What follows belongs to an exercise in optimizing a design on an open flow for small area and a short achievable clock period; a production flow would make more cautious choices. The RTL was checked by simulation tests, not by an equivalence proof against the original design.

==> design/flow/design.v <==
`timescale 1ns / 1ps
module accelerator #(
    parameter MAP_SIZE = 9'h00a,
    parameter k = 9'h003,
    parameter p = 9'h002,
    parameter s = 1,
    parameter ptype = 1,
    parameter act_type = 0,
    parameter N = 8,
    parameter Q = 4,
    parameter AW = 8,
    parameter DW = 8,
    parameter [N-1:0] p_sqr_inv = 8'b00000100
    )(
    input clk,
    input global_rst,
    input ce,
    input [N-1:0] activation,
    input [(k*k)*N-1:0] weight1,
    output [N-1:0] data_out,
    output valid_op,
    output end_op,
    output [N-1:0] conv_out,
    output conv_valid,
    output conv_end
    );
    integer i;
    reg [7:0] w [0:8];
    wire [7:0] wv [0:8];     
    wire [8:0] ws;           
    always @(posedge clk) begin
        for (i = 0; i < 9; i = i + 1) w[i] <= weight1[8*i +: 8];
    end
    genvar gw;
    generate
        for (gw = 0; gw < 9; gw = gw + 1) begin : WDEC
            assign wv[gw] = {w[gw][7] & |w[gw][6:0], w[gw][6:0]};
            assign ws[gw] = w[gw][7];
        end
    endgenerate
    wire x80 = activation[7] & ~|activation[6:0];
    wire [8:0] xb = {activation, 1'b0};
    wire [3:0] e_one, e_two, e_neg;
    genvar gk;
    generate
        for (gk = 0; gk < 4; gk = gk + 1) begin : ENC
            assign e_one[gk] = xb[2*gk+1] ^ xb[2*gk];
            assign e_two[gk] = ((xb[2*gk+2] & ~xb[2*gk+1] & ~xb[2*gk]) |
                                (~xb[2*gk+2] & xb[2*gk+1] & xb[2*gk])) & ~(gk == 3 && x80);
            assign e_neg[gk] = xb[2*gk+2];
        end
    endgenerate
    reg [3:0] l_one, l_two, l_neg;
    reg l_sgn;
    always @(posedge clk or posedge global_rst) begin
        if (global_rst) begin
            l_one <= 4'd0;
            l_two <= 4'd0;
            l_neg <= 4'd0;
            l_sgn <= 1'b0;
        end else if (ce) begin
            l_one <= e_one;
            l_two <= e_two;
            l_neg <= e_neg;
            l_sgn <= activation[7];
        end
    end
    reg [7:0] mac [0:7];
    reg [7:0] sr1 [0:6];
    reg [7:0] sr2 [0:6];
    wire [7:0] cin_t [0:7];
    wire [7:0] res_t [0:7];
    assign cin_t[0] = 8'd0;
    assign cin_t[1] = mac[0];
    assign cin_t[2] = mac[1];
    assign cin_t[3] = sr1[6];
    assign cin_t[4] = mac[3];
    assign cin_t[5] = mac[4];
    assign cin_t[6] = sr2[6];
    assign cin_t[7] = mac[6];
    genvar gt;
    generate
        for (gt = 0; gt < 8; gt = gt + 1) begin : TAP
            tap_mac t (.one(l_one), .two(l_two), .neg(l_neg), .wv(wv[gt]),
                       .s(l_sgn ^ ws[gt]), .c(cin_t[gt]), .r(res_t[gt]));
        end
    endgenerate
    always @(posedge clk or posedge global_rst) begin
        if (global_rst) mac[0] <= 8'd0;
        else if (ce) mac[0] <= res_t[0];
    end
    always @(posedge clk) begin
        if (ce) begin
            for (i = 1; i < 8; i = i + 1) mac[i] <= res_t[i];
            sr1[0] <= mac[2];
            sr2[0] <= mac[5];
            for (i = 1; i < 7; i = i + 1) begin
                sr1[i] <= sr1[i-1];
                sr2[i] <= sr2[i-1];
            end
        end
    end
    wire [7:0] q8;
    tap_prod tp (.one(e_one), .two(e_two), .neg(e_neg), .wv(wv[8]),
                 .s(activation[7] ^ ws[8]), .q(q8));
    reg [7:0] p8;
    always @(posedge clk) begin
        if (ce) p8 <= q8;
    end
    wire [7:0] res = mac[7] + p8;
    reg [7:0] prev;
    always @(posedge clk) begin
        if (ce) prev <= res;
    end
    reg [4:0] count;
    reg [5:0] out_cnt;
    reg first;       
    reg toggle;
    wire valid = count[4] & (count[3] | (count[2] & count[1]));    
    wire cend = valid & (&out_cnt);
    always @(posedge clk or posedge global_rst) begin
        if (global_rst) begin
            count <= 5'd0;
            out_cnt <= 6'd0;
            first <= 1'b1;
        end else if (ce) begin
            count <= count + 5'd1;
            if (valid) out_cnt <= out_cnt + 6'd1;
            if (&count) first <= 1'b0;
        end
    end
    always @(posedge clk or posedge global_rst) begin
        if (global_rst) toggle <= 1'b0;
        else if (valid) toggle <= ~toggle;
    end
    wire fix = first & (count == 5'd22) & ws[0];
    assign conv_out = toggle ? {res[7] ^ fix, res[6:0]} : prev;
    assign conv_valid = valid;
    assign conv_end = cend;
    wire pce = valid & ~cend;
    reg [3:0] pos;
    reg [2:0] nb;
    reg g;
    reg sel_sr, sel_max;     
    reg rst_m, op_en, load_sr, end_r;
    always @(posedge clk) begin
        if (global_rst) begin
            pos <= 4'd15;
            nb <= 3'd0;
            g <= 1'b0;
            sel_sr <= 1'b0;
            sel_max <= 1'b1;
            rst_m <= 1'b0;
            op_en <= 1'b0;
            load_sr <= 1'b0;
            end_r <= 1'b0;
        end else begin
            op_en <= pce & pos[3] & ~pos[0];
            if (pce) begin
                pos <= pos + 4'd1;
                if (g && nb != 3'd5) nb <= nb + 3'd1;
                end_r <= (nb == 3'd4);
                g <= (pos == 4'd14);
                rst_m <= (pos == 4'd1) | (pos == 4'd3) | (pos == 4'd5) | (pos == 4'd15);
                sel_sr <= (pos == 4'd6) | (pos == 4'd8) | (pos == 4'd10) | (pos == 4'd12);
                sel_max <= ~((pos == 4'd6) | (pos == 4'd8) | (pos == 4'd10) | (pos == 4'd12) | (pos == 4'd14));
                load_sr <= pos[0];
            end
        end
    end
    reg [6:0] maxr;
    reg [6:0] psr [0:3];
    wire [6:0] mux_out = ({7{sel_sr}} & psr[3]) | ({7{sel_max}} & maxr);
    wire take = ~conv_out[7] & (conv_out[6:0] > mux_out);
    wire [6:0] comp = pce ? (take ? conv_out[6:0] : mux_out) : 7'd0;
    always @(posedge clk) begin
        if (global_rst) maxr <= 7'd0;
        else if (pce) maxr <= rst_m ? 7'd0 : comp;
    end
    always @(posedge clk) begin
        if (load_sr) begin
            psr[0] <= comp;
            for (i = 1; i < 4; i = i + 1) psr[i] <= psr[i-1];
        end
    end
    assign data_out = {1'b0, maxr};
    assign valid_op = op_en;
    assign end_op = end_r;
endmodule
module tap_mac (
    input  [3:0] one,
    input  [3:0] two,
    input  [3:0] neg,
    input  [7:0] wv,
    input        s,
    input  [7:0] c,
    output [7:0] r
);
    wire [4:0] nwv = ~wv[4:0] + 5'd1;
    wire [4:0] p3 = neg[3] ? nwv : wv[4:0];
    wire p_t0 = (((one[0] & wv[2]) | (two[0] & wv[1])) ^ neg[0]) ^ ((one[1] & wv[0]) ^ neg[1]);
    wire p_t1 = (((one[0] & wv[2]) | (two[0] & wv[1])) ^ neg[0]) & ((one[1] & wv[0]) ^ neg[1]);
    wire p_t2 = (((one[0] & wv[3]) | (two[0] & wv[2])) ^ neg[0]) ^ (((one[1] & wv[1]) | (two[1] & wv[0])) ^ neg[1]);
    wire p_t3 = (((one[0] & wv[3]) | (two[0] & wv[2])) ^ neg[0]) & (((one[1] & wv[1]) | (two[1] & wv[0])) ^ neg[1]);
    wire p_t4 = (((one[0] & wv[4]) | (two[0] & wv[3])) ^ neg[0]) ^ (((one[1] & wv[2]) | (two[1] & wv[1])) ^ neg[1]) ^ ((one[2] & wv[0]) ^ neg[2]);
    wire p_t5 = ((((one[0] & wv[4]) | (two[0] & wv[3])) ^ neg[0]) & (((one[1] & wv[2]) | (two[1] & wv[1])) ^ neg[1])) | ((((one[0] & wv[4]) | (two[0] & wv[3])) ^ neg[0]) & ((one[2] & wv[0]) ^ neg[2])) | ((((one[1] & wv[2]) | (two[1] & wv[1])) ^ neg[1]) & ((one[2] & wv[0]) ^ neg[2]));
    wire p_t6 = (((one[0] & wv[5]) | (two[0] & wv[4])) ^ neg[0]) ^ (((one[1] & wv[3]) | (two[1] & wv[2])) ^ neg[1]);
    wire p_t7 = (((one[0] & wv[5]) | (two[0] & wv[4])) ^ neg[0]) & (((one[1] & wv[3]) | (two[1] & wv[2])) ^ neg[1]);
    wire p_t8 = (((one[0] & wv[6]) | (two[0] & wv[5])) ^ neg[0]) ^ (((one[1] & wv[4]) | (two[1] & wv[3])) ^ neg[1]) ^ (((one[2] & wv[2]) | (two[2] & wv[1])) ^ neg[2]);
    wire p_t9 = ((((one[0] & wv[6]) | (two[0] & wv[5])) ^ neg[0]) & (((one[1] & wv[4]) | (two[1] & wv[3])) ^ neg[1])) | ((((one[0] & wv[6]) | (two[0] & wv[5])) ^ neg[0]) & (((one[2] & wv[2]) | (two[2] & wv[1])) ^ neg[2])) | ((((one[1] & wv[4]) | (two[1] & wv[3])) ^ neg[1]) & (((one[2] & wv[2]) | (two[2] & wv[1])) ^ neg[2]));
    wire p_t10 = (((one[0] & wv[7]) | (two[0] & wv[6])) ^ neg[0]) ^ (((one[1] & wv[5]) | (two[1] & wv[4])) ^ neg[1]) ^ (((one[2] & wv[3]) | (two[2] & wv[2])) ^ neg[2]);
    wire p_t11 = ((((one[0] & wv[7]) | (two[0] & wv[6])) ^ neg[0]) & (((one[1] & wv[5]) | (two[1] & wv[4])) ^ neg[1])) | ((((one[0] & wv[7]) | (two[0] & wv[6])) ^ neg[0]) & (((one[2] & wv[3]) | (two[2] & wv[2])) ^ neg[2])) | ((((one[1] & wv[5]) | (two[1] & wv[4])) ^ neg[1]) & (((one[2] & wv[3]) | (two[2] & wv[2])) ^ neg[2]));
    wire p_t12 = (((one[0] & wv[7]) | (two[0] & wv[7])) ^ neg[0]) ^ (((one[1] & wv[6]) | (two[1] & wv[5])) ^ neg[1]) ^ (((one[2] & wv[4]) | (two[2] & wv[3])) ^ neg[2]);
    wire p_t13 = ((((one[0] & wv[7]) | (two[0] & wv[7])) ^ neg[0]) & (((one[1] & wv[6]) | (two[1] & wv[5])) ^ neg[1])) | ((((one[0] & wv[7]) | (two[0] & wv[7])) ^ neg[0]) & (((one[2] & wv[4]) | (two[2] & wv[3])) ^ neg[2])) | ((((one[1] & wv[6]) | (two[1] & wv[5])) ^ neg[1]) & (((one[2] & wv[4]) | (two[2] & wv[3])) ^ neg[2]));
    wire p_t14 = (((one[0] & wv[7]) | (two[0] & wv[7])) ^ neg[0]) ^ (((one[1] & wv[7]) | (two[1] & wv[6])) ^ neg[1]) ^ (((one[2] & wv[5]) | (two[2] & wv[4])) ^ neg[2]);
    wire p_t15 = ((((one[0] & wv[7]) | (two[0] & wv[7])) ^ neg[0]) & (((one[1] & wv[7]) | (two[1] & wv[6])) ^ neg[1])) | ((((one[0] & wv[7]) | (two[0] & wv[7])) ^ neg[0]) & (((one[2] & wv[5]) | (two[2] & wv[4])) ^ neg[2])) | ((((one[1] & wv[7]) | (two[1] & wv[6])) ^ neg[1]) & (((one[2] & wv[5]) | (two[2] & wv[4])) ^ neg[2]));
    wire p_t16 = (((one[0] & wv[7]) | (two[0] & wv[7])) ^ neg[0]) ^ (((one[1] & wv[7]) | (two[1] & wv[7])) ^ neg[1]) ^ (((one[2] & wv[6]) | (two[2] & wv[5])) ^ neg[2]);
    wire p_t17 = ((((one[0] & wv[7]) | (two[0] & wv[7])) ^ neg[0]) & (((one[1] & wv[7]) | (two[1] & wv[7])) ^ neg[1])) | ((((one[0] & wv[7]) | (two[0] & wv[7])) ^ neg[0]) & (((one[2] & wv[6]) | (two[2] & wv[5])) ^ neg[2])) | ((((one[1] & wv[7]) | (two[1] & wv[7])) ^ neg[1]) & (((one[2] & wv[6]) | (two[2] & wv[5])) ^ neg[2]));
    wire p_t18 = ((one[0] & wv[0]) ^ neg[0]) ^ neg[0];
    wire p_t19 = ((one[0] & wv[0]) ^ neg[0]) & neg[0];
    wire p_t20 = (((one[0] & wv[1]) | (two[0] & wv[0])) ^ neg[0]) ^ s;
    wire p_t21 = (((one[0] & wv[1]) | (two[0] & wv[0])) ^ neg[0]) & s;
    wire p_t22 = p_t0 ^ neg[1] ^ s;
    wire p_t23 = (p_t0 & neg[1]) | (p_t0 & s) | (neg[1] & s);
    wire p_t24 = p_t1 ^ p_t2 ^ s;
    wire p_t25 = (p_t1 & p_t2) | (p_t1 & s) | (p_t2 & s);
    wire p_t26 = p_t3 ^ p_t4 ^ neg[2];
    wire p_t27 = (p_t3 & p_t4) | (p_t3 & neg[2]) | (p_t4 & neg[2]);
    wire p_t28 = p_t5 ^ p_t6 ^ (((one[2] & wv[1]) | (two[2] & wv[0])) ^ neg[2]);
    wire p_t29 = (p_t5 & p_t6) | (p_t5 & (((one[2] & wv[1]) | (two[2] & wv[0])) ^ neg[2])) | (p_t6 & (((one[2] & wv[1]) | (two[2] & wv[0])) ^ neg[2]));
    wire p_t30 = p_t7 ^ p_t8 ^ (one[3] & p3[0]);
    wire p_t31 = (p_t7 & p_t8) | (p_t7 & (one[3] & p3[0])) | (p_t8 & (one[3] & p3[0]));
    wire p_t32 = p_t9 ^ p_t10 ^ ((one[3] & p3[1]) | (two[3] & p3[0]));
    wire p_t33 = (p_t9 & p_t10) | (p_t9 & ((one[3] & p3[1]) | (two[3] & p3[0]))) | (p_t10 & ((one[3] & p3[1]) | (two[3] & p3[0])));
    wire p_t34 = p_t11 ^ p_t12 ^ ((one[3] & p3[2]) | (two[3] & p3[1]));
    wire p_t35 = (p_t11 & p_t12) | (p_t11 & ((one[3] & p3[2]) | (two[3] & p3[1]))) | (p_t12 & ((one[3] & p3[2]) | (two[3] & p3[1])));
    wire p_t36 = p_t13 ^ p_t14 ^ ((one[3] & p3[3]) | (two[3] & p3[2]));
    wire p_t37 = (p_t13 & p_t14) | (p_t13 & ((one[3] & p3[3]) | (two[3] & p3[2]))) | (p_t14 & ((one[3] & p3[3]) | (two[3] & p3[2])));
    wire p_t38 = p_t15 ^ p_t16 ^ ((one[3] & p3[4]) | (two[3] & p3[3]));
    wire p_t39 = (p_t15 & p_t16) | (p_t15 & ((one[3] & p3[4]) | (two[3] & p3[3]))) | (p_t16 & ((one[3] & p3[4]) | (two[3] & p3[3])));
    wire [10:0] a = {p_t37, p_t35, p_t33, p_t31, p_t29, p_t27, p_t25, p_t23, p_t21, p_t19, p_t18};
    wire [10:0] b = {p_t38, p_t36, p_t34, p_t32, p_t30, p_t28, p_t26, p_t24, p_t22, p_t20, s};
    wire [10:0] t = a + b;
    assign r = c + {s, t[10:4]};
endmodule
module tap_prod (
    input  [3:0] one,
    input  [3:0] two,
    input  [3:0] neg,
    input  [7:0] wv,
    input        s,
    output [7:0] q
);
    wire [4:0] nwv = ~wv[4:0] + 5'd1;
    wire [4:0] p3 = neg[3] ? nwv : wv[4:0];
    wire p_t0 = (((one[0] & wv[2]) | (two[0] & wv[1])) ^ neg[0]) ^ ((one[1] & wv[0]) ^ neg[1]);
    wire p_t1 = (((one[0] & wv[2]) | (two[0] & wv[1])) ^ neg[0]) & ((one[1] & wv[0]) ^ neg[1]);
    wire p_t2 = (((one[0] & wv[3]) | (two[0] & wv[2])) ^ neg[0]) ^ (((one[1] & wv[1]) | (two[1] & wv[0])) ^ neg[1]);
    wire p_t3 = (((one[0] & wv[3]) | (two[0] & wv[2])) ^ neg[0]) & (((one[1] & wv[1]) | (two[1] & wv[0])) ^ neg[1]);
    wire p_t4 = (((one[0] & wv[4]) | (two[0] & wv[3])) ^ neg[0]) ^ (((one[1] & wv[2]) | (two[1] & wv[1])) ^ neg[1]) ^ ((one[2] & wv[0]) ^ neg[2]);
    wire p_t5 = ((((one[0] & wv[4]) | (two[0] & wv[3])) ^ neg[0]) & (((one[1] & wv[2]) | (two[1] & wv[1])) ^ neg[1])) | ((((one[0] & wv[4]) | (two[0] & wv[3])) ^ neg[0]) & ((one[2] & wv[0]) ^ neg[2])) | ((((one[1] & wv[2]) | (two[1] & wv[1])) ^ neg[1]) & ((one[2] & wv[0]) ^ neg[2]));
    wire p_t6 = (((one[0] & wv[5]) | (two[0] & wv[4])) ^ neg[0]) ^ (((one[1] & wv[3]) | (two[1] & wv[2])) ^ neg[1]);
    wire p_t7 = (((one[0] & wv[5]) | (two[0] & wv[4])) ^ neg[0]) & (((one[1] & wv[3]) | (two[1] & wv[2])) ^ neg[1]);
    wire p_t8 = (((one[0] & wv[6]) | (two[0] & wv[5])) ^ neg[0]) ^ (((one[1] & wv[4]) | (two[1] & wv[3])) ^ neg[1]) ^ (((one[2] & wv[2]) | (two[2] & wv[1])) ^ neg[2]);
    wire p_t9 = ((((one[0] & wv[6]) | (two[0] & wv[5])) ^ neg[0]) & (((one[1] & wv[4]) | (two[1] & wv[3])) ^ neg[1])) | ((((one[0] & wv[6]) | (two[0] & wv[5])) ^ neg[0]) & (((one[2] & wv[2]) | (two[2] & wv[1])) ^ neg[2])) | ((((one[1] & wv[4]) | (two[1] & wv[3])) ^ neg[1]) & (((one[2] & wv[2]) | (two[2] & wv[1])) ^ neg[2]));
    wire p_t10 = (((one[0] & wv[7]) | (two[0] & wv[6])) ^ neg[0]) ^ (((one[1] & wv[5]) | (two[1] & wv[4])) ^ neg[1]) ^ (((one[2] & wv[3]) | (two[2] & wv[2])) ^ neg[2]);
    wire p_t11 = ((((one[0] & wv[7]) | (two[0] & wv[6])) ^ neg[0]) & (((one[1] & wv[5]) | (two[1] & wv[4])) ^ neg[1])) | ((((one[0] & wv[7]) | (two[0] & wv[6])) ^ neg[0]) & (((one[2] & wv[3]) | (two[2] & wv[2])) ^ neg[2])) | ((((one[1] & wv[5]) | (two[1] & wv[4])) ^ neg[1]) & (((one[2] & wv[3]) | (two[2] & wv[2])) ^ neg[2]));
    wire p_t12 = (((one[0] & wv[7]) | (two[0] & wv[7])) ^ neg[0]) ^ (((one[1] & wv[6]) | (two[1] & wv[5])) ^ neg[1]) ^ (((one[2] & wv[4]) | (two[2] & wv[3])) ^ neg[2]);
    wire p_t13 = ((((one[0] & wv[7]) | (two[0] & wv[7])) ^ neg[0]) & (((one[1] & wv[6]) | (two[1] & wv[5])) ^ neg[1])) | ((((one[0] & wv[7]) | (two[0] & wv[7])) ^ neg[0]) & (((one[2] & wv[4]) | (two[2] & wv[3])) ^ neg[2])) | ((((one[1] & wv[6]) | (two[1] & wv[5])) ^ neg[1]) & (((one[2] & wv[4]) | (two[2] & wv[3])) ^ neg[2]));
    wire p_t14 = (((one[0] & wv[7]) | (two[0] & wv[7])) ^ neg[0]) ^ (((one[1] & wv[7]) | (two[1] & wv[6])) ^ neg[1]) ^ (((one[2] & wv[5]) | (two[2] & wv[4])) ^ neg[2]);
    wire p_t15 = ((((one[0] & wv[7]) | (two[0] & wv[7])) ^ neg[0]) & (((one[1] & wv[7]) | (two[1] & wv[6])) ^ neg[1])) | ((((one[0] & wv[7]) | (two[0] & wv[7])) ^ neg[0]) & (((one[2] & wv[5]) | (two[2] & wv[4])) ^ neg[2])) | ((((one[1] & wv[7]) | (two[1] & wv[6])) ^ neg[1]) & (((one[2] & wv[5]) | (two[2] & wv[4])) ^ neg[2]));
    wire p_t16 = (((one[0] & wv[7]) | (two[0] & wv[7])) ^ neg[0]) ^ (((one[1] & wv[7]) | (two[1] & wv[7])) ^ neg[1]) ^ (((one[2] & wv[6]) | (two[2] & wv[5])) ^ neg[2]);
    wire p_t17 = ((((one[0] & wv[7]) | (two[0] & wv[7])) ^ neg[0]) & (((one[1] & wv[7]) | (two[1] & wv[7])) ^ neg[1])) | ((((one[0] & wv[7]) | (two[0] & wv[7])) ^ neg[0]) & (((one[2] & wv[6]) | (two[2] & wv[5])) ^ neg[2])) | ((((one[1] & wv[7]) | (two[1] & wv[7])) ^ neg[1]) & (((one[2] & wv[6]) | (two[2] & wv[5])) ^ neg[2]));
    wire p_t18 = ((one[0] & wv[0]) ^ neg[0]) ^ neg[0];
    wire p_t19 = ((one[0] & wv[0]) ^ neg[0]) & neg[0];
    wire p_t20 = (((one[0] & wv[1]) | (two[0] & wv[0])) ^ neg[0]) ^ s;
    wire p_t21 = (((one[0] & wv[1]) | (two[0] & wv[0])) ^ neg[0]) & s;
    wire p_t22 = p_t0 ^ neg[1] ^ s;
    wire p_t23 = (p_t0 & neg[1]) | (p_t0 & s) | (neg[1] & s);
    wire p_t24 = p_t1 ^ p_t2 ^ s;
    wire p_t25 = (p_t1 & p_t2) | (p_t1 & s) | (p_t2 & s);
    wire p_t26 = p_t3 ^ p_t4 ^ neg[2];
    wire p_t27 = (p_t3 & p_t4) | (p_t3 & neg[2]) | (p_t4 & neg[2]);
    wire p_t28 = p_t5 ^ p_t6 ^ (((one[2] & wv[1]) | (two[2] & wv[0])) ^ neg[2]);
    wire p_t29 = (p_t5 & p_t6) | (p_t5 & (((one[2] & wv[1]) | (two[2] & wv[0])) ^ neg[2])) | (p_t6 & (((one[2] & wv[1]) | (two[2] & wv[0])) ^ neg[2]));
    wire p_t30 = p_t7 ^ p_t8 ^ (one[3] & p3[0]);
    wire p_t31 = (p_t7 & p_t8) | (p_t7 & (one[3] & p3[0])) | (p_t8 & (one[3] & p3[0]));
    wire p_t32 = p_t9 ^ p_t10 ^ ((one[3] & p3[1]) | (two[3] & p3[0]));
    wire p_t33 = (p_t9 & p_t10) | (p_t9 & ((one[3] & p3[1]) | (two[3] & p3[0]))) | (p_t10 & ((one[3] & p3[1]) | (two[3] & p3[0])));
    wire p_t34 = p_t11 ^ p_t12 ^ ((one[3] & p3[2]) | (two[3] & p3[1]));
    wire p_t35 = (p_t11 & p_t12) | (p_t11 & ((one[3] & p3[2]) | (two[3] & p3[1]))) | (p_t12 & ((one[3] & p3[2]) | (two[3] & p3[1])));
    wire p_t36 = p_t13 ^ p_t14 ^ ((one[3] & p3[3]) | (two[3] & p3[2]));
    wire p_t37 = (p_t13 & p_t14) | (p_t13 & ((one[3] & p3[3]) | (two[3] & p3[2]))) | (p_t14 & ((one[3] & p3[3]) | (two[3] & p3[2])));
    wire p_t38 = p_t15 ^ p_t16 ^ ((one[3] & p3[4]) | (two[3] & p3[3]));
    wire p_t39 = (p_t15 & p_t16) | (p_t15 & ((one[3] & p3[4]) | (two[3] & p3[3]))) | (p_t16 & ((one[3] & p3[4]) | (two[3] & p3[3])));
    wire [10:0] a = {p_t37, p_t35, p_t33, p_t31, p_t29, p_t27, p_t25, p_t23, p_t21, p_t19, p_t18};
    wire [10:0] b = {p_t38, p_t36, p_t34, p_t32, p_t30, p_t28, p_t26, p_t24, p_t22, p_t20, s};
    wire [10:0] t = a + b;
    assign q = {s, t[10:4]};
endmodule
==> design/flow/flow/run.sh <==
#!/bin/bash
# The standard layout (the standard.sh: ORFS synthesis to finish), except
# that the port buffers are buf_1 cells instead of the cell buffer_ports picks
# by itself (clkdlybuf4s50_1). make's full output goes to standard.log; each
# ORFS step also keeps its own log under orfs/logs/.
set -euo pipefail
bash standard.sh "BUFFER_PORTS_ARGS=-buffer_cell sky130_fd_sc_hd__buf_1" finish > standard.log 2>&1
==> design/flow/standard.sh <==
#!/bin/bash
# synth_recipe.tcl (not shown) runs the flow's synth.tcl, then flattens the netlist and writes it again
# the make line also repeats each setting of config.mk as NAME=value (left out here)
make -C /OpenROAD-flow-scripts/flow DESIGN_CONFIG=/design/flow/config.mk WORK_HOME=/design/flow/orfs CLKGATE_MAP_FILE= SYNTH_SCRIPT=/design/flow/synth_recipe.tcl "${@:-finish}"
==> design/flow/config.mk <==
export PLATFORM = sky130hd
export DESIGN_NAME = accelerator
export DESIGN_NICKNAME = accelerator
export VERILOG_FILES = /design/flow/design.v
export SDC_FILE = /design/flow/constraint.sdc
export NUM_CORES = 4
export LEC_CHECK = 0
export CAP_MARGIN = 20
export CORE_MARGIN = 2
export CORE_UTILIZATION = 65
export CTS_CLUSTER_DIAMETER = 120
export CTS_CLUSTER_SIZE = 24
export PLACE_DENSITY = 0.75
export SETUP_SLACK_MARGIN = 3.0
export SLEW_MARGIN = 20
==> design/flow/constraint.sdc <==
create_clock -name core_clock -period 8.0 [get_ports {clk}]
set_input_delay 1.6000 -clock core_clock [delete_from_list [all_inputs] [get_ports {clk}]]
set_output_delay 1.6000 -clock core_clock [all_outputs]
set_load 0.01 [all_outputs]
==> results.txt, run 1 <==
----------------------------------------------------
[Outcome]
  Result of the run ... no timing/DRC/antenna violations

[Timing]
  Final slew viol count ... 0
  Hold Violations, Final ... 0
  Final period utilization ... 0.6088
  Setup WS post-layout ... 3.130 ns
  RSZ-0062 raised after global routing ... true
  Peak clock frequency supported by timing ... 205.3 MHz
  Minimum clock period after layout ... 4.870 ns
  Setup Viol. Count Final ... 0
  Final setup skew ... 0.02574 ns
  Worst relative slew slack ... 0.3705
  Transition time at the pin with the least slew margin ... 0.9442 ns
  Setup TNS after final layout ... 0 ns

[CTS]
  Clock transition at the register clock pins on the worst setup and hold paths after CTS ... 0.10 ns
  Max Root-Sink Buffers ... 3
  Level count of the clock H-tree ... 1
  Number of buffers created by CTS ... 18
  Clock network latency to the later pin of the worst-skew pair ... 0.55 ns
  CTS Sinks ... 338
  Clk Tree Root Cell ... sky130_fd_sc_hd__clkbuf_16
  CTS tree ... done

[Worst setup path]
  Critical path class ... input pin to flop
  R2r setup slk ... 3.16 ns
  Cells traversed along the worst timing path ... clkdlybuf4s15_2 -> clkinvlp_4 -> buf_4 -> nor3_1 -> a21oi_1 -> fa_1 -> fa_1 -> inv_1 -> ha_1 -> or2_2 -> and3_1 -> o31a_1 -> nor2_1 -> xnor2_1
  Gate family responsible for the most delay along the worst path ... adder cells
  Crit path max-delay cell type ... sky130_fd_sc_hd__fa_1
  Setup crit start kind ... input pin
  Worst path bufs/invs ... 4
  Top cell by count, worst path ... sky130_fd_sc_hd__fa_1
  Highest net fanout along the worst path ... 21
  Delay of the slowest cell on the worst path ... 0.54 ns
  Crit path capture type ... flop
  Required time at the worst-slack endpoint ... 8.30 ns
  Arrival time of the worst setup path ... 5.17 ns

[Synth]
  Number of register bits inferred by synthesis ... 338
  Per-instance average area after synthesis ... 10.58 um2
  Count of unique library cells instantiated by Yosys ... 69
  Share of synthesized area spent on multiplexers ... 0.008884
  Adder-cell share of the synthesized area ... 0.2078
  Cells after synthesis ... 2304
  EDFF count, synth ... 212
  Dominant combinational cell family by area after synthesis ... adder cells
  Fraction of the mapped netlist area in compound gates ... 0.1568
  Largest cells by area after synthesis ... sky130_fd_sc_hd__edfxtp_1 (26%), sky130_fd_sc_hd__xnor2_1 (11%), sky130_fd_sc_hd__fa_1 (10%)
  Cell taking the most area after synthesis ... sky130_fd_sc_hd__edfxtp_1
  Proportion of netlist area held by the largest area contributor ... 0.2613
  Yosys warning total ... 11
  Share of synthesized area occupied by flip-flops and latches ... 0.3716
  Proportion of register bits with asynchronous set or reset after synthesis ... 0.09763
  Xor/xnor cell area share of the yosys netlist ... 0.1405
  Most used flip-flop cell after synthesis ... sky130_fd_sc_hd__edfxtp_1
  Area of the mapped netlist ... 24370 um2
  Simple-gate share of the synthesized area ... 0.06100
  Net Count, Synth ... 2711

[Place]
  Port buffer count ... 101
  Placer congestion estimate ... 0.8900
  Setup WS pre-CTS ... 2.200 ns
  Sum of net half-perimeters after detailed placement ... 37510 um

[Global routing]
  GRT Residual Overflow ... 0
  Vias in the first global route ... 16620
  Total global routing track utilization ... 0.2777
  Largest net degree at the start of global routing ... 154
  Wire length of the first global-routing pass ... 85920 um
  Antenna violations before repair ... 0

[Detailed routing]
  Number of search-and-repair iterations in the first detailed-routing pass ... 5
  Total via count in the routed design ... 17110
  WL final ... 54740 um
  Number of vias per cell after detailed routing ... 6.099
  Detailed-route wire length per cell ... 19.51 um
  Detail Route Antenna Nets ... 0
  DRC violation total after the first TritonRoute iteration ... 1506
  Post-route DRC violation count ... 0

[Floorplanning]
  Initial Util ... 0.6624
  Die width ... 197.6 um
  Die footprint ... 39050 um2
  Placeable core area ... 36790 um2
  Std cell rows ... 70
  Vert. Die Dim ... 197.6 um
  Count of pins on the block boundary ... 103

[Layout]
  Number of nets in the layout ... 2733
  Area Growth Syn to Fin ... 7.174%
  Most frequent standard cell in the layout excluding fill and tap cells ... sky130_fd_sc_hd__xnor2_1
  Commonest cells after routing, fill and taps aside ... sky130_fd_sc_hd__xnor2_1 (313), sky130_fd_sc_hd__edfxtp_1 (212), sky130_fd_sc_hd__ha_1 (199)
  Layout filler cell count ... 2713
  Layout cell share with drive strength beyond 1 ... 0.06587
  Count of inserted antenna diode cells ... 0
  Reg area ... 9094 um2
  Footprint of the multi-input gates ... 14140 um2

[Worst hold path]
  Class of the tightest hold or removal check ... flop to flop

[Run]
  Number of max-capacitance violations reported ... 0

----------------------------------------------------
area by class of cell:
| type | instances | share of cell area |
|---|---|---|
| inverters | 187 | 0.02769 |
| multi-input cells | 1622 | 0.5417 |
| flip-flops and latches | 338 | 0.3482 |
| repair buffers | 159 | 0.03895 |
| clock inverters | 2 | 0.001246 |
| well taps | 468 | 0.02242 |
| clock buffers | 30 | 0.01979 |
through the flow:
step / hold slack, ns / cells / utilization / area (um2)
after floorplan: 0.4003 / 2304 / - / 24380
after CTS: 0.4225 / 2776 / 0.6977 / 25660
after global placement: 0.4004 / 2738 / 0.6777 / 24930
after detailed placement: 0.4045 / 2738 / 0.6778 / 24930
final: 0.4150 / 2806 / 0.7099 / 26110
after global routing: 0.4298 / 2806 / 0.7099 / 26110
worst register-to-register path: cells and delay by family, from the launching register on:
family	cells	cell delay [ns]
xor gates and xnor gates	3	0.53
DFF	1	0.56
AOI/OAI and AO/OA	7	1.21
adders and majority gates	4	1.72
buffers and inverters	4	0.56
cells in the mapped netlist (13+ instances only):
master,instances
sky130_fd_sc_hd__a21o_1,25
sky130_fd_sc_hd__o22ai_1,13
sky130_fd_sc_hd__clkbuf_1,107
sky130_fd_sc_hd__nand4_1,13
sky130_fd_sc_hd__o21ai_0,61
sky130_fd_sc_hd__a22oi_1,184
sky130_fd_sc_hd__buf_1,47
sky130_fd_sc_hd__nor2b_1,17
sky130_fd_sc_hd__nand2_1,111
sky130_fd_sc_hd__fa_1,125
sky130_fd_sc_hd__o31ai_1,19
sky130_fd_sc_hd__a31oi_1,14
sky130_fd_sc_hd__nand2b_1,16
sky130_fd_sc_hd__dfrtp_1,32
sky130_fd_sc_hd__xor2_1,75
sky130_fd_sc_hd__o21bai_1,22
sky130_fd_sc_hd__edfxtp_1,212
sky130_fd_sc_hd__xnor2_1,314
sky130_fd_sc_hd__and3_1,13
sky130_fd_sc_hd__inv_1,185
sky130_fd_sc_hd__mux2_2,13
sky130_fd_sc_hd__a21oi_1,117
sky130_fd_sc_hd__nor3_1,17
sky130_fd_sc_hd__dfxtp_1,93
sky130_fd_sc_hd__ha_1,199
sky130_fd_sc_hd__a22o_1,19
sky130_fd_sc_hd__nor2_1,98
state kept, by name (all words and copies together), names as in the netlist, 6 cells and up:
| name | count |
|---|---|
| w | 72 |
| mac | 64 |
| sr1 | 56 |
| sr2 | 56 |
| psr | 28 |
| p8 | 8 |
| prev | 8 |
| maxr | 7 |
| out_cnt | 6 |
what timing repair did:
| action | CTS | global route |
|---|---|---|
| setup buffers | 6 | 29 |
| hold buffers | 0 | 0 |
| setup endpoints to repair | 27 | 22 |
| gates cloned | 0 | 1 |
| pin swaps | 0 | 2 |
| gates resized for setup | 25 | 47 |
logic make-up after synthesis:
family,count (synthesis)
AO/OA/AOI/OAI,555
XOR/XNOR,390
adder cells (fa/ha/maj),331
buffers and inverters,344
flip-flops,338
multiplexers,20
other,1
AND/OR/NAND/NOR,325
per-layer routing:
layer  vias up  track usage  part of all wire
met5         -            0                 0
met4         0      0.08243             0.025
met3       102      0.03893             0.071
met2       618       0.4533              0.47
met1      8302       0.3878              0.43
li1       8092            -                 -
worst paths after layout:
| kind | from | endpoint | cells after the start |
|---|---|---|---|
| worst max-delay path | activation[1] | p8[4] | 14 |
| worst min-delay path | sr1[5][5] | sr1[6][5] | 0 |
| worst max register to register | l_neg[1] | mac[3][7] | 18 |
| worst min register to register | sr1[5][5] | sr1[6][5] | 0 |
| max in group asynchronous | global_rst | l_sgn | 3 |
| min in group asynchronous | global_rst | toggle | 2 |
==> run 2, diff against run 1 <==
--- a/design/flow/config.mk
+++ b/design/flow/config.mk
@@ -11,5 +11,5 @@
 export CTS_CLUSTER_DIAMETER = 120
 export CTS_CLUSTER_SIZE = 24
 export PLACE_DENSITY = 0.75
-export SETUP_SLACK_MARGIN = 3.0
+export SETUP_SLACK_MARGIN = 3.1
 export SLEW_MARGIN = 20
==> results.txt, run 2 <==
----------------------------------------------------
[Detailed routing]
  DRC violation total after the first TritonRoute iteration ... 1508 (+0.13%)
  WL final ... 55010 um (+0.50%)
  Number of search-and-repair iterations in the first detailed-routing pass ... 6 (+1)
  Detail Route Antenna Nets ... 0 (unchanged)
  Post-route DRC violation count ... 0 (unchanged)
  Detailed-route wire length per cell ... 19.55 um (+0.21%)
  Number of vias per cell after detailed routing ... 6.101 (about the same)
  Total via count in the routed design ... 17170 (+0.32%)

[Synth]
  Proportion of netlist area held by the largest area contributor ... 0.2613 (unchanged)
  Number of register bits inferred by synthesis ... 338 (unchanged)
  Count of unique library cells instantiated by Yosys ... 69 (unchanged)
  Share of synthesized area spent on multiplexers ... 0.008884 (unchanged)
  Simple-gate share of the synthesized area ... 0.06100 (unchanged)
  Most used flip-flop cell after synthesis ... sky130_fd_sc_hd__edfxtp_1
  Yosys warning total ... 11 (unchanged)
  Per-instance average area after synthesis ... 10.58 um2 (unchanged)
  Proportion of register bits with asynchronous set or reset after synthesis ... 0.09763 (unchanged)
  Cells after synthesis ... 2304 (unchanged)
  Adder-cell share of the synthesized area ... 0.2078 (unchanged)
  EDFF count, synth ... 212 (unchanged)
  Largest cells by area after synthesis ... sky130_fd_sc_hd__edfxtp_1 (26%), sky130_fd_sc_hd__xnor2_1 (11%), sky130_fd_sc_hd__fa_1 (10%)
  Share of synthesized area occupied by flip-flops and latches ... 0.3716 (unchanged)
  Xor/xnor cell area share of the yosys netlist ... 0.1405 (unchanged)
  Fraction of the mapped netlist area in compound gates ... 0.1568 (unchanged)
  Net Count, Synth ... 2711 (unchanged)
  Area of the mapped netlist ... 24370 um2 (unchanged)
  Cell types with the highest counts after synthesis ... sky130_fd_sc_hd__xnor2_1 (314), sky130_fd_sc_hd__edfxtp_1 (212), sky130_fd_sc_hd__ha_1 (199), sky130_fd_sc_hd__inv_1 (185), sky130_fd_sc_hd__a22oi_1 (184)
  Cell taking the most area after synthesis ... sky130_fd_sc_hd__edfxtp_1
  Most frequent cell after synthesis ... sky130_fd_sc_hd__xnor2_1
  Dominant combinational cell family by area after synthesis ... adder cells

[Timing]
  Final period utilization ... 0.5988 (-0.01006)
  Worst relative slew slack ... 0.3788 (+0.008322)
  Setup Viol. Count Final ... 0 (unchanged)
  Setup TNS after final layout ... 0 ns (unchanged)
  Peak clock frequency supported by timing ... 208.8 MHz (+1.7%)
  Hold Violations, Final ... 0 (unchanged)
  Transition time at the pin with the least slew margin ... 0.9318 ns (-0.01248 ns)
  RSZ-0062 raised after global routing ... true
  Final setup skew ... 0.02115 ns (-0.004591 ns)
  Minimum clock period after layout ... 4.790 ns (-0.08044 ns)
  Final slew viol count ... 0 (unchanged)

[Global routing]
  Vias in the first global route ... 16960 (+2.0%)
  Total global routing track utilization ... 0.2810 (+0.003390)
  Antenna violations before repair ... 0 (unchanged)
  GRT Residual Overflow ... 0 (unchanged)
  Largest net degree at the start of global routing ... 76 (-51%)
  Wire length of the first global-routing pass ... 87340 um (+1.7%)

[Worst setup path]
  Highest net fanout along the worst path ... 8 (-62%)
  Setup crit start kind ... flop
  FF-to-FF path depth ... 17 (-1)
  Critical path class ... flop to flop
  Crit path capture type ... flop
  R2r setup slk ... 3.21 ns (+0.05 ns)
  Capturing point of the worst reg2reg path ... mac[6][6]
  R2r startpoint ... l_one[1]
  Arrival time of the worst setup path ... 5.07 ns (-0.10 ns)
  Launch point of the critical path ... l_one[1]
  Critical Path Sink ... mac[6][6]
  Required time at the worst-slack endpoint ... 8.28 ns (-0.02 ns)

[Layout]
  Layout filler cell count ... 2650 (-2.3%)
  Flip-flop count of the largest register, all copies and words added ... 72 (unchanged)
  Area Growth Syn to Fin ... 8.036%
  Cell Count, Final, Fillers Out ... 2814 (+0.29%)
  Commonest cells after routing, fill and taps aside ... sky130_fd_sc_hd__xnor2_1 (312), sky130_fd_sc_hd__edfxtp_1 (212), sky130_fd_sc_hd__ha_1 (198)
  Layout cell share with drive strength beyond 1 ... 0.08269 (+0.01683)
  Number of nets in the layout ... 2741 (+0.29%)
  Count of inserted antenna diode cells ... 0 (unchanged)
  Most frequent standard cell in the layout excluding fill and tap cells ... sky130_fd_sc_hd__xnor2_1
  Register containing the most flip-flops in the final layout ... w
  Registers with the highest flip-flop counts ... w x72, mac x64

[Floorplanning]
  Die width ... 197.6 um (unchanged)
  Std cell rows ... 70 (unchanged)
  Count of pins on the block boundary ... 103 (unchanged)
  Initial Util ... 0.6624 (unchanged)
  Die footprint ... 39050 um2 (unchanged)
  Vert. Die Dim ... 197.6 um (unchanged)
  Placeable core area ... 36790 um2 (unchanged)

[CTS]
  Max Root-Sink Buffers ... 3 (unchanged)
  Level count of the clock H-tree ... 1 (unchanged)
  Clock network latency to the later pin of the worst-skew pair ... 0.54 ns (about the same)
  Clk Tree Root Cell ... sky130_fd_sc_hd__clkbuf_16
  Number of buffers created by CTS ... 18 (unchanged)
  Clock transition at the register clock pins on the worst setup and hold paths after CTS ... 0.10 ns (about the same)
  CTS tree ... done
  Cts-stage hold buffer count ... 0 (unchanged)
  CTS Sinks ... 338 (unchanged)

[Outcome]
  Result of the run ... no timing/DRC/antenna violations

[Place]
  Placer congestion estimate ... 0.9045 (+1.6%)
  Port buffer count ... 101 (unchanged)
  Number of instances in the placed design ... 2740 (+0.073%)
  Sum of net half-perimeters after detailed placement ... 38270 um (+2.0%)

[Worst hold path]
  Class of the tightest hold or removal check ... flop to flop

[Run]
  Number of max-capacitance violations reported ... 0 (unchanged)

----------------------------------------------------
==> run 2: cell counts after synthesis <==
Identical to the previous run, type by type.
==> run 2: area by class of cell <==
| type | instances | area (um2) | share of cell area |
|---|---|---|---|
| Multi-Input combinational cell | 1622 | 14270 | 0.5420 |
| Sequential cell | 338 | 9100 | 0.3457 |
| Tap cell | 468 | 585.6 | 0.02224 |
| Timing Repair Buffer | 166 | 1054 | 0.04002 |
| Clock buffer | 31 | 541.8 | 0.02058 |
| Timing Repair inverter | 1 | 11.26 | 0.0004278 |
| Inverter | 187 | 744.5 | 0.02828 |
| Clock inverter | 1 | 20.02 | 0.0007605 |
==> run 2: worst min-delay path by stage <==
stage                   start        end  slack [ns]  cells after the start
floorplan           psr[0][0]  psr[1][0]        0.40                      0
global route        sr1[5][7]  sr1[6][7]        0.43                      0
global placement    sr1[3][1]  sr1[4][1]        0.40                      0
detailed placement  psr[1][4]  psr[2][4]        0.40                      0
CTS                 psr[1][1]  psr[2][1]        0.42                      0
finish              psr[1][1]  psr[2][1]        0.42                      0
==> run 2: repair_timing <==
| item | in CTS | in global routing |
|---|---|---|
| gates cloned | 0 | 2 |
| endpoints found under the setup margin | 33 | 23 |
| pin swaps | 0 | 19 |
| buffers inserted | 17 | 23 |
| gates resized for setup | 34 | 90 |
==> run 2: cells by family (layout without fill, tap and decap cells) <==
logic type | count (synthesis) | count (layout)
adder cells (fa/ha/maj) | 331 | 331
AO/OA/AOI/OAI | 555 | 555
multiplexers | 20 | 20
flip-flops | 338 | 338
AND/OR/NAND/NOR | 325 | 325
buffers and inverters | 344 | 386
other | 1 | 1
XOR/XNOR | 390 | 390
==> run 2: worst max-delay path: stages, from the launching register on <==
cell and delay [ns]:
sky130_fd_sc_hd__dfrtp_4 0.55, sky130_fd_sc_hd__buf_4 0.21, sky130_fd_sc_hd__a22oi_2 0.18, sky130_fd_sc_hd__xnor2_1 0.11
sky130_fd_sc_hd__fa_1 0.51, sky130_fd_sc_hd__inv_1 0.05, sky130_fd_sc_hd__fa_1 0.50, sky130_fd_sc_hd__inv_1 0.04
sky130_fd_sc_hd__ha_1 0.31, sky130_fd_sc_hd__or2_2 0.33, sky130_fd_sc_hd__and3_1 0.24, sky130_fd_sc_hd__or3_4 0.35
sky130_fd_sc_hd__a22oi_2 0.20, sky130_fd_sc_hd__ha_1 0.29, sky130_fd_sc_hd__a21oi_1 0.26, sky130_fd_sc_hd__o21bai_1 0.11
sky130_fd_sc_hd__a21oi_1 0.18, sky130_fd_sc_hd__xnor2_1 0.10
==> run 2: stage by stage <==
stage	worst slack [ns]	utilization	cell area [um2]	hold slack [ns]
after floorplan	3.101	-	24400	0.4003
after global placement	2.362	0.6778	24930	0.4004
after detailed placement	2.254	0.6778	24930	0.4045
after CTS	3.009	0.7009	25780	0.4209
after global routing	3.058	0.7156	26320	0.4257
final	3.210	0.7156	26320	0.4182
==> run 2: metal layers <==
| metal | up-vias | share of wire | GRT usage |
|---|---|---|---|
| met2 | 578 | 0.48 | 0.4658 |
| li1 | 8121 | - | - |
| met4 | 0 | 0.024 | 0.07073 |
| met5 | - | 0 | 0 |
| met3 | 107 | 0.064 | 0.04046 |
| met1 | 8363 | 0.43 | 0.3910 |
==> run 3, diff against run 2 <==
==> design/flow/flow/run.sh (replaced) <==
#!/bin/bash
# The standard layout (the standard.sh: ORFS synthesis to finish), except
# that the port buffers are buf_1 cells instead of the cell buffer_ports picks
# by itself (clkdlybuf4s50_1). make's full output goes to standard.log; each
# ORFS step also keeps its own log under orfs/logs/.
set -euo pipefail
bash standard.sh "BUFFER_PORTS_ARGS=-buffer_cell sky130_fd_sc_hd__buf_1" MATCH_CELL_FOOTPRINT=0 finish > standard.log 2>&1
==> results.txt, run 3 <==
----------------------------------------------------
[Worst setup path]
  Arrival time of the worst setup path ... 5.16 ns (+0.09 ns)
  R2r setup slk ... 3.24 ns (+0.03 ns)
  Crit path capture type ... flop
  Critical path class ... input pin to flop
  Required time at the worst-slack endpoint ... 8.31 ns (+0.03 ns)
  Highest net fanout along the worst path ... 19 (+11)
  Setup crit start kind ... input pin

[Layout]
  Count of inserted antenna diode cells ... 0 (unchanged)
  Layout cell share with drive strength beyond 1 ... 0.08760 (+0.004907)
  Area Growth Syn to Fin ... 8.473%
  Layout filler cell count ... 2674 (+0.91%)
  Flip-flop count of the largest register, all copies and words added ... 72 (unchanged)
  Final standard cell area without fillers ... 26430 um2 (+0.40%)
  Commonest cells after routing, fill and taps aside ... sky130_fd_sc_hd__xnor2_1 (310), sky130_fd_sc_hd__edfxtp_1 (212), sky130_fd_sc_hd__ha_1 (198)
  Most frequent standard cell in the layout excluding fill and tap cells ... sky130_fd_sc_hd__xnor2_1
  Registers with the highest flip-flop counts ... w x72, mac x64
  Number of nets in the layout ... 2758 (+0.62%)
  Register containing the most flip-flops in the final layout ... w
  Cell Count, Final, Fillers Out ... 2831 (+0.60%)

[Global routing]
  GRT Residual Overflow ... 0 (unchanged)
  Antenna violations before repair ... 0 (unchanged)
  Wire length of the first global-routing pass ... 86420 um (-1.1%)
  Total global routing track utilization ... 0.2771 (-0.003929)
  Vias in the first global route ... 16690 (-1.6%)
  Largest net degree at the start of global routing ... 83 (+9.2%)

[Synth]
  Most used flip-flop cell after synthesis ... sky130_fd_sc_hd__edfxtp_1
  Adder-cell share of the synthesized area ... 0.2078 (unchanged)
  Share of synthesized area spent on multiplexers ... 0.008884 (unchanged)
  Largest cells by area after synthesis ... sky130_fd_sc_hd__edfxtp_1 (26%), sky130_fd_sc_hd__xnor2_1 (11%), sky130_fd_sc_hd__fa_1 (10%)
  Most frequent cell after synthesis ... sky130_fd_sc_hd__xnor2_1
  Count of unique library cells instantiated by Yosys ... 69 (unchanged)
  Proportion of register bits with asynchronous set or reset after synthesis ... 0.09763 (unchanged)
  Cell taking the most area after synthesis ... sky130_fd_sc_hd__edfxtp_1
  Cell types with the highest counts after synthesis ... sky130_fd_sc_hd__xnor2_1 (314), sky130_fd_sc_hd__edfxtp_1 (212), sky130_fd_sc_hd__ha_1 (199), sky130_fd_sc_hd__inv_1 (185), sky130_fd_sc_hd__a22oi_1 (184)
  Number of register bits inferred by synthesis ... 338 (unchanged)
  Yosys warning total ... 11 (unchanged)
  Per-instance average area after synthesis ... 10.58 um2 (unchanged)
  Proportion of netlist area held by the largest area contributor ... 0.2613 (unchanged)
  Xor/xnor cell area share of the yosys netlist ... 0.1405 (unchanged)
  EDFF count, synth ... 212 (unchanged)
  Fraction of the mapped netlist area in compound gates ... 0.1568 (unchanged)
  Share of synthesized area occupied by flip-flops and latches ... 0.3716 (unchanged)
  Simple-gate share of the synthesized area ... 0.06100 (unchanged)
  Net Count, Synth ... 2711 (unchanged)
  Dominant combinational cell family by area after synthesis ... adder cells
  Cells after synthesis ... 2304 (unchanged)
  Area of the mapped netlist ... 24370 um2 (unchanged)

[Floorplanning]
  Placeable core area ... 36790 um2 (unchanged)
  Std cell rows ... 70 (unchanged)
  Die footprint ... 39050 um2 (unchanged)
  Vert. Die Dim ... 197.6 um (unchanged)
  Count of pins on the block boundary ... 103 (unchanged)
  Die width ... 197.6 um (unchanged)
  Initial Util ... 0.6624 (unchanged)

[Worst hold path]
  Class of the tightest hold or removal check ... flop to flop

[Detailed routing]
  Total length of routed met2 wires ... 25880 um (-1.7%)
  WL final ... 54730 um (-0.52%)
  Number of vias per cell after detailed routing ... 6.083 (-0.29%)
  Length of routed wiring on met1 ... 24090 um (+0.94%)
  Detailed-route wire length per cell ... 19.33 um (-1.1%)
  Top layer in use ... met4
  Routed wl met3 ... 3259 um (-7.0%)
  Post-route DRC violation count ... 0 (unchanged)
  Detail Route Antenna Nets ... 0 (unchanged)
  Number of search-and-repair iterations in the first detailed-routing pass ... 7 (+1)
  DRC violation total after the first TritonRoute iteration ... 1553 (+3.0%)
  Total via count in the routed design ... 17220 (+0.31%)

[Run]
  Number of max-capacitance violations reported ... 0 (unchanged)

[Timing]
  Hold Violations, Final ... 0 (unchanged)
  Setup TNS after final layout ... 0 ns (unchanged)
  Final setup skew ... 0.02904 ns (+0.007886 ns)
  Peak clock frequency supported by timing ... 206.4 MHz (-1.1%)
  RSZ-0062 raised after global routing ... true
  Final slew viol count ... 0 (unchanged)
  Final period utilization ... 0.6055 (+0.006765)
  Worst relative slew slack ... 0.3436 (-0.03527)
  Setup Viol. Count Final ... 0 (unchanged)
  Transition time at the pin with the least slew margin ... 0.9847 ns (+0.05290 ns)
  Minimum clock period after layout ... 4.844 ns (+0.05412 ns)

[CTS]
  Clock network latency to the later pin of the worst-skew pair ... 0.55 ns (about the same)
  Clock transition at the register clock pins on the worst setup and hold paths after CTS ... 0.10 ns (about the same)
  Clk Tree Root Cell ... sky130_fd_sc_hd__clkbuf_16
  Max Root-Sink Buffers ... 3 (unchanged)
  Level count of the clock H-tree ... 1 (unchanged)
  Number of buffers created by CTS ... 18 (unchanged)
  CTS Sinks ... 338 (unchanged)
  CTS tree ... done

[Outcome]
  Result of the run ... no timing/DRC/antenna violations

[Place]
  Sum of net half-perimeters after detailed placement ... 37880 um (-1.0%)
  Cell area reported after detailed placement ... 24950 um2 (about the same)
  Placer congestion estimate ... 0.8996 (-0.54%)
  Number of instances in the placed design ... 2740 (unchanged)
  Port buffer count ... 101 (unchanged)

----------------------------------------------------
## run 3: worst paths after layout
check / endpoint / start / depth (start not counted)
worst max-delay path: p8[4] / activation[2] / 14
worst min-delay path: sr1[6][2] / sr1[5][2] / 0
worst max register to register: mac[1][7] / l_one[1] / 17
worst min register to register: sr1[6][2] / sr1[5][2] / 0
max in group asynchronous: l_one[0] / global_rst / 3
min in group asynchronous: toggle / global_rst / 2
## run 3: timing repair
| item | 4_1_cts | 5_1_grt |
|---|---|---|
| gates resized for setup | 33 | 88 |
| cloned | 0 | 2 |
| pin swaps | 1 | 26 |
| hold buffers | 0 | 0 |
| setup buffers | 10 | 47 |
| endpoints found under the setup margin | 30 | 23 |
## run 3: final cells by class
class | instances | area (um2) | share of cell area
clock buffers | 30 | 516.7 | 0.01955
clock inverters | 2 | 25.02 | 0.0009468
inverters | 187 | 752.0 | 0.02845
multi-input cells | 1622 | 14230 | 0.5383
flip-flops and latches | 338 | 9116 | 0.3449
well taps | 468 | 585.6 | 0.02215
repair buffers | 183 | 1201 | 0.04545
repair inverters | 1 | 5.005 | 0.0001894
## run 3: metrics by stage
stage          setup WS, ns  hold slack (ns)    util
2_1_floorplan         3.103           0.4003       -
3_5_place_dp          2.315           0.4045  0.6782
6_report              3.156           0.4199  0.7185
3_3_place_gp          2.401           0.4002  0.6781
5_1_grt               3.007           0.4271  0.7185
4_1_cts               3.067           0.4222  0.6987
## run 3: kinds of logic (layout without fill, tap and decap cells)
group / Yosys count / in the layout
fa+ha+maj: 331 / 331
compound gates: 555 / 555
buf+inv: 344 / 403
mux: 20 / 20
other cells: 1 / 1
flops: 338 / 338
xor+xnor: 390 / 390
simple gates: 325 / 325
## run 3: worst max-delay path, stage by stage
cell and delay (ns):
sky130_fd_sc_hd__clkbuf_2 0.34, sky130_fd_sc_hd__clkinvlp_4 0.26, sky130_fd_sc_hd__nor3_1 0.32, sky130_fd_sc_hd__a211oi_1 0.11
sky130_fd_sc_hd__o22ai_1 0.20, sky130_fd_sc_hd__fa_1 0.46, sky130_fd_sc_hd__fa_1 0.51, sky130_fd_sc_hd__inv_1 0.04
sky130_fd_sc_hd__ha_1 0.29, sky130_fd_sc_hd__or2_2 0.33, sky130_fd_sc_hd__and3_1 0.23, sky130_fd_sc_hd__o31a_1 0.27
sky130_fd_sc_hd__nor2_1 0.13, sky130_fd_sc_hd__xnor2_1 0.07
## run 3: per-layer routing
metal  global-route usage  vias to the layer above
met1               0.3892                     8401
met2               0.4517                      589
met3              0.03381                       94
met5                    0                        -
met4              0.08633                        0
li1                     -                     8138
==> run 4, diff against run 3 <==
==> design/flow/flow/run.sh (replaced) <==
#!/bin/bash
# The standard layout (the standard.sh: ORFS synthesis to finish), except
# that the port buffers are buf_1 cells instead of the cell buffer_ports picks
# by itself (clkdlybuf4s50_1). make's full output goes to standard.log; each
# ORFS step also keeps its own log under orfs/logs/.
set -euo pipefail
bash standard.sh "BUFFER_PORTS_ARGS=-buffer_cell sky130_fd_sc_hd__buf_1" finish > standard.log 2>&1
--- a/design/flow/config.mk
+++ b/design/flow/config.mk
@@ -7,9 +7,10 @@
 export LEC_CHECK = 0
 export CAP_MARGIN = 20
 export CORE_MARGIN = 2
-export CORE_UTILIZATION = 65
+export CORE_UTILIZATION = 70
 export CTS_CLUSTER_DIAMETER = 120
 export CTS_CLUSTER_SIZE = 24
-export PLACE_DENSITY = 0.75
+export PLACE_DENSITY = 0.8
 export SETUP_SLACK_MARGIN = 3.1
 export SLEW_MARGIN = 20
+export TNS_END_PERCENT = 5
==> results.txt, run 4 <==
----------------------------------------------------
[Outcome]
  Result of the run ... no timing/DRC/antenna violations

[Detailed routing]
  WL final ... 57040 um (+4.2%)
  Post-route DRC violation count ... 0 (unchanged)
  Detailed-route wire length per cell ... 20.44 um (+5.8%)
  Detail Route Antenna Nets ... 0 (unchanged)
  Total via count in the routed design ... 17470 (+1.4%)
  DRC violation total after the first TritonRoute iteration ... 1713 (+10%)
  Number of search-and-repair iterations in the first detailed-routing pass ... 7 (unchanged)
  Number of vias per cell after detailed routing ... 6.261 (+2.9%)

[Layout]
  Register containing the most flip-flops in the final layout ... w
  Cell Count, Final, Fillers Out ... 2790 (-1.4%)
  Registers with the highest flip-flop counts ... w x72, mac x64
  Most frequent standard cell in the layout excluding fill and tap cells ... sky130_fd_sc_hd__xnor2_1
  Count of inserted antenna diode cells ... 0 (unchanged)
  Final standard cell area without fillers ... 26110 um2 (-1.2%)
  Number of nets in the layout ... 2730 (-1.0%)
  Area Growth Syn to Fin ... 7.158%
  Layout cell share with drive strength beyond 1 ... 0.06852 (-0.01908)
  Commonest cells after routing, fill and taps aside ... sky130_fd_sc_hd__xnor2_1 (311), sky130_fd_sc_hd__edfxtp_1 (212), sky130_fd_sc_hd__ha_1 (199)
  Flip-flop count of the largest register, all copies and words added ... 72 (unchanged)

[Place]
  Number of instances in the placed design ... 2724 (-0.58%)
  Placer congestion estimate ... 0.8950 (-0.51%)
  Setup WS pre-CTS ... 2.266 ns (-0.04946 ns)
  Port buffer count ... 101 (unchanged)
  Sum of net half-perimeters after detailed placement ... 38090 um (+0.56%)
  Cell area reported after detailed placement ... 24910 um2 (-0.16%)

[Synth]
  Yosys warning total ... 11 (unchanged)
  Number of register bits inferred by synthesis ... 338 (unchanged)
  Proportion of netlist area held by the largest area contributor ... 0.2613 (unchanged)
  Proportion of register bits with asynchronous set or reset after synthesis ... 0.09763 (unchanged)
  Area of the mapped netlist ... 24370 um2 (unchanged)
  Cell types with the highest counts after synthesis ... sky130_fd_sc_hd__xnor2_1 (314), sky130_fd_sc_hd__edfxtp_1 (212), sky130_fd_sc_hd__ha_1 (199), sky130_fd_sc_hd__inv_1 (185), sky130_fd_sc_hd__a22oi_1 (184)
  Most frequent cell after synthesis ... sky130_fd_sc_hd__xnor2_1
  Net Count, Synth ... 2711 (unchanged)
  Cell taking the most area after synthesis ... sky130_fd_sc_hd__edfxtp_1
  Per-instance average area after synthesis ... 10.58 um2 (unchanged)
  Most used flip-flop cell after synthesis ... sky130_fd_sc_hd__edfxtp_1
  Share of synthesized area occupied by flip-flops and latches ... 0.3716 (unchanged)
  EDFF count, synth ... 212 (unchanged)
  Cells after synthesis ... 2304 (unchanged)
  Count of unique library cells instantiated by Yosys ... 69 (unchanged)
  Largest cells by area after synthesis ... sky130_fd_sc_hd__edfxtp_1 (26%), sky130_fd_sc_hd__xnor2_1 (11%), sky130_fd_sc_hd__fa_1 (10%)

[Timing]
  Worst relative slew slack ... 0.3418 (-0.001756)
  Setup WS post-layout ... 3.124 ns (-0.03217 ns)
  Final slew viol count ... 0 (unchanged)
  Setup Viol. Count Final ... 0 (unchanged)
  Peak clock frequency supported by timing ... 205.1 MHz (-0.66%)
  Minimum clock period after layout ... 4.876 ns (+0.03217 ns)
  RSZ-0062 raised after global routing ... true
  Transition time at the pin with the least slew margin ... 0.9873 ns (+0.002635 ns)
  Hold Violations, Final ... 0 (unchanged)
  Final period utilization ... 0.6095 (+0.004021)
  Final setup skew ... 0.03016 ns (+0.001124 ns)
  Setup TNS after final layout ... 0 ns (unchanged)

[Floorplanning]
  Die footprint ... 36320 um2 (-7.0%)
  Die width ... 190.6 um (-3.6%)
  Std cell rows ... 68 (-2.9%)
  Count of pins on the block boundary ... 103 (unchanged)
  Placeable core area ... 34370 um2 (-6.6%)
  Vert. Die Dim ... 190.6 um (-3.6%)
  Initial Util ... 0.7089 (+0.04649)

[Worst setup path]
  Highest net fanout along the worst path ... 11 (-8)
  Required time at the worst-slack endpoint ... 8.34 ns (+0.03 ns)
  Crit path capture type ... flop
  Arrival time of the worst setup path ... 5.21 ns (+0.05 ns)
  FF-to-FF path depth ... 18 (+1)
  Critical path class ... flop to flop
  Setup crit start kind ... flop

[Worst hold path]
  Cells on Worst Hold Path ... 0 (unchanged)
  Class of the tightest hold or removal check ... flop to flop

[Global routing]
  Vias in the first global route ... 17230 (+3.2%)
  GRT Residual Overflow ... 0 (unchanged)
  Antenna violations before repair ... 0 (unchanged)
  Wire length of the first global-routing pass ... 88040 um (+1.9%)
  Total global routing track utilization ... 0.3067 (+0.02955)
  Largest net degree at the start of global routing ... 153 (+84%)

[CTS]
  Number of buffers created by CTS ... 18 (unchanged)
  CTS Sinks ... 338 (unchanged)
  Clk Tree Root Cell ... sky130_fd_sc_hd__clkbuf_16
  CTS tree ... done
  Clock transition at the register clock pins on the worst setup and hold paths after CTS ... 0.09 ns (about the same)
  Clock network latency to the later pin of the worst-skew pair ... 0.55 ns (about the same)
  Level count of the clock H-tree ... 1 (unchanged)
  Max Root-Sink Buffers ... 3 (unchanged)

[Run]
  Number of max-capacitance violations reported ... 0 (unchanged)

----------------------------------------------------
## run 4: layout make-up
cell class              count  area, um2
fillers                  2342       8263
multi-input cells        1622      14170
inverters                 187      729.5
clock inverters             2      25.02
repair buffers            156       1011
flip-flops and latches    338       9091
clock buffers              30      516.7
well taps                 455      569.3
## run 4: timing repair
| item | 4_1_cts | 5_1_grt |
|---|---|---|
| gates resized for setup | 25 | 63 |
| pin swaps | 2 | 12 |
| endpoints found under the setup margin | 33 | 27 |
| gates cloned | 0 | 1 |
| setup buffers | 17 | 16 |
| hold buffers | 0 | 0 |
## run 4: worst paths after layout
kind | from | endpoint | slack (ns)
min in group asynchronous | global_rst | l_neg[1] | 1.35
min reg2reg | sr1[5][5] | sr1[6][5] | 0.41
max | l_two[0] | mac[6][7] | 3.12
max reg2reg | l_two[0] | mac[6][7] | 3.12
min | sr1[5][5] | sr1[6][5] | 0.41
max in group asynchronous | global_rst | l_sgn | 6.24
## run 4: metrics by stage
| stage | util | hold WS, ns |
|---|---|---|
| 4_1_cts | 0.7482 | 0.4193 |
| 3_5_place_dp | 0.7246 | 0.4045 |
| 5_1_grt | 0.7596 | 0.4275 |
| 6_report | 0.7596 | 0.4127 |
| 2_1_floorplan | - | 0.4003 |
| 3_3_place_gp | 0.7246 | 0.4003 |
## run 4: cells by family (layout without fill, tap and decap cells)
family / Yosys count / in the layout / synth area share
buffers and inverters: 344 / 375 / 0.05325
and+or+nand+nor: 325 / 325 / 0.06101
xor gates and xnor gates: 390 / 390 / 0.1405
AOI/OAI and AO/OA: 555 / 555 / 0.1568
DFF: 338 / 338 / 0.3716
other: 1 / 1 / 0.0001539
adders and majority gates: 331 / 331 / 0.2078
muxes: 20 / 20 / 0.008884
## run 4: critical path, cell delays in order, from the launching register on
cell and delay (ns):
sky130_fd_sc_hd__dfrtp_4 0.53, sky130_fd_sc_hd__buf_12 0.16, sky130_fd_sc_hd__a22oi_1 0.23, sky130_fd_sc_hd__xnor2_1 0.12, sky130_fd_sc_hd__fa_1 0.49, sky130_fd_sc_hd__inv_1 0.05, sky130_fd_sc_hd__fa_1 0.49, sky130_fd_sc_hd__inv_1 0.04
sky130_fd_sc_hd__ha_1 0.30, sky130_fd_sc_hd__or2_2 0.34, sky130_fd_sc_hd__and3_1 0.24, sky130_fd_sc_hd__or3_1 0.38, sky130_fd_sc_hd__a22oi_2 0.22, sky130_fd_sc_hd__ha_1 0.30, sky130_fd_sc_hd__inv_1 0.08, sky130_fd_sc_hd__o21bai_1 0.09
sky130_fd_sc_hd__a21oi_2 0.19, sky130_fd_sc_hd__o21ai_1 0.13, sky130_fd_sc_hd__xnor2_1 0.27
## run 4: routing by layer
layer | share of wire | track usage
met1 | 0.40 | 0.4152
met5 | 0 | 0
met4 | 0.033 | 0.09988
met2 | 0.48 | 0.5071
met3 | 0.085 | 0.04950

what the ideal ports hide:
The flow's constraints put no driver on any port. The routed layouts listed below were extracted and timed again, unchanged, in two steps.
Step 1 assumes that a clkbuf_16 drives the clock port and a buf_2 every other input.
Step 2 times the ports against the registers' clock, not the clock port: input delays grow and output delays shrink by t, the midpoint of the rising clock arrivals with the driver on.
a / b / c = ideal / step 1 / step 2; a / b = the first two.
run	t (ns)	setup slack, ns	hold WS [ns]
run 1	0.592	3.130 / 3.160 / 2.569	0.415 / 0.415 / 0.415
run 2	0.581	3.210 / 3.210 / 2.762	0.418 / 0.418 / 0.418
run 3	0.586	3.156 / 3.189 / 2.603	0.420 / 0.420 / 0.420
run 4	0.590	3.124 / 3.124 / 2.682	0.413 / 0.413 / 0.413
After both steps setup and hold are still met in every run listed. For run 1, which loses most, drivers alone change the setup slack by +0.030 ns; drivers and shift together by -0.561 ns.
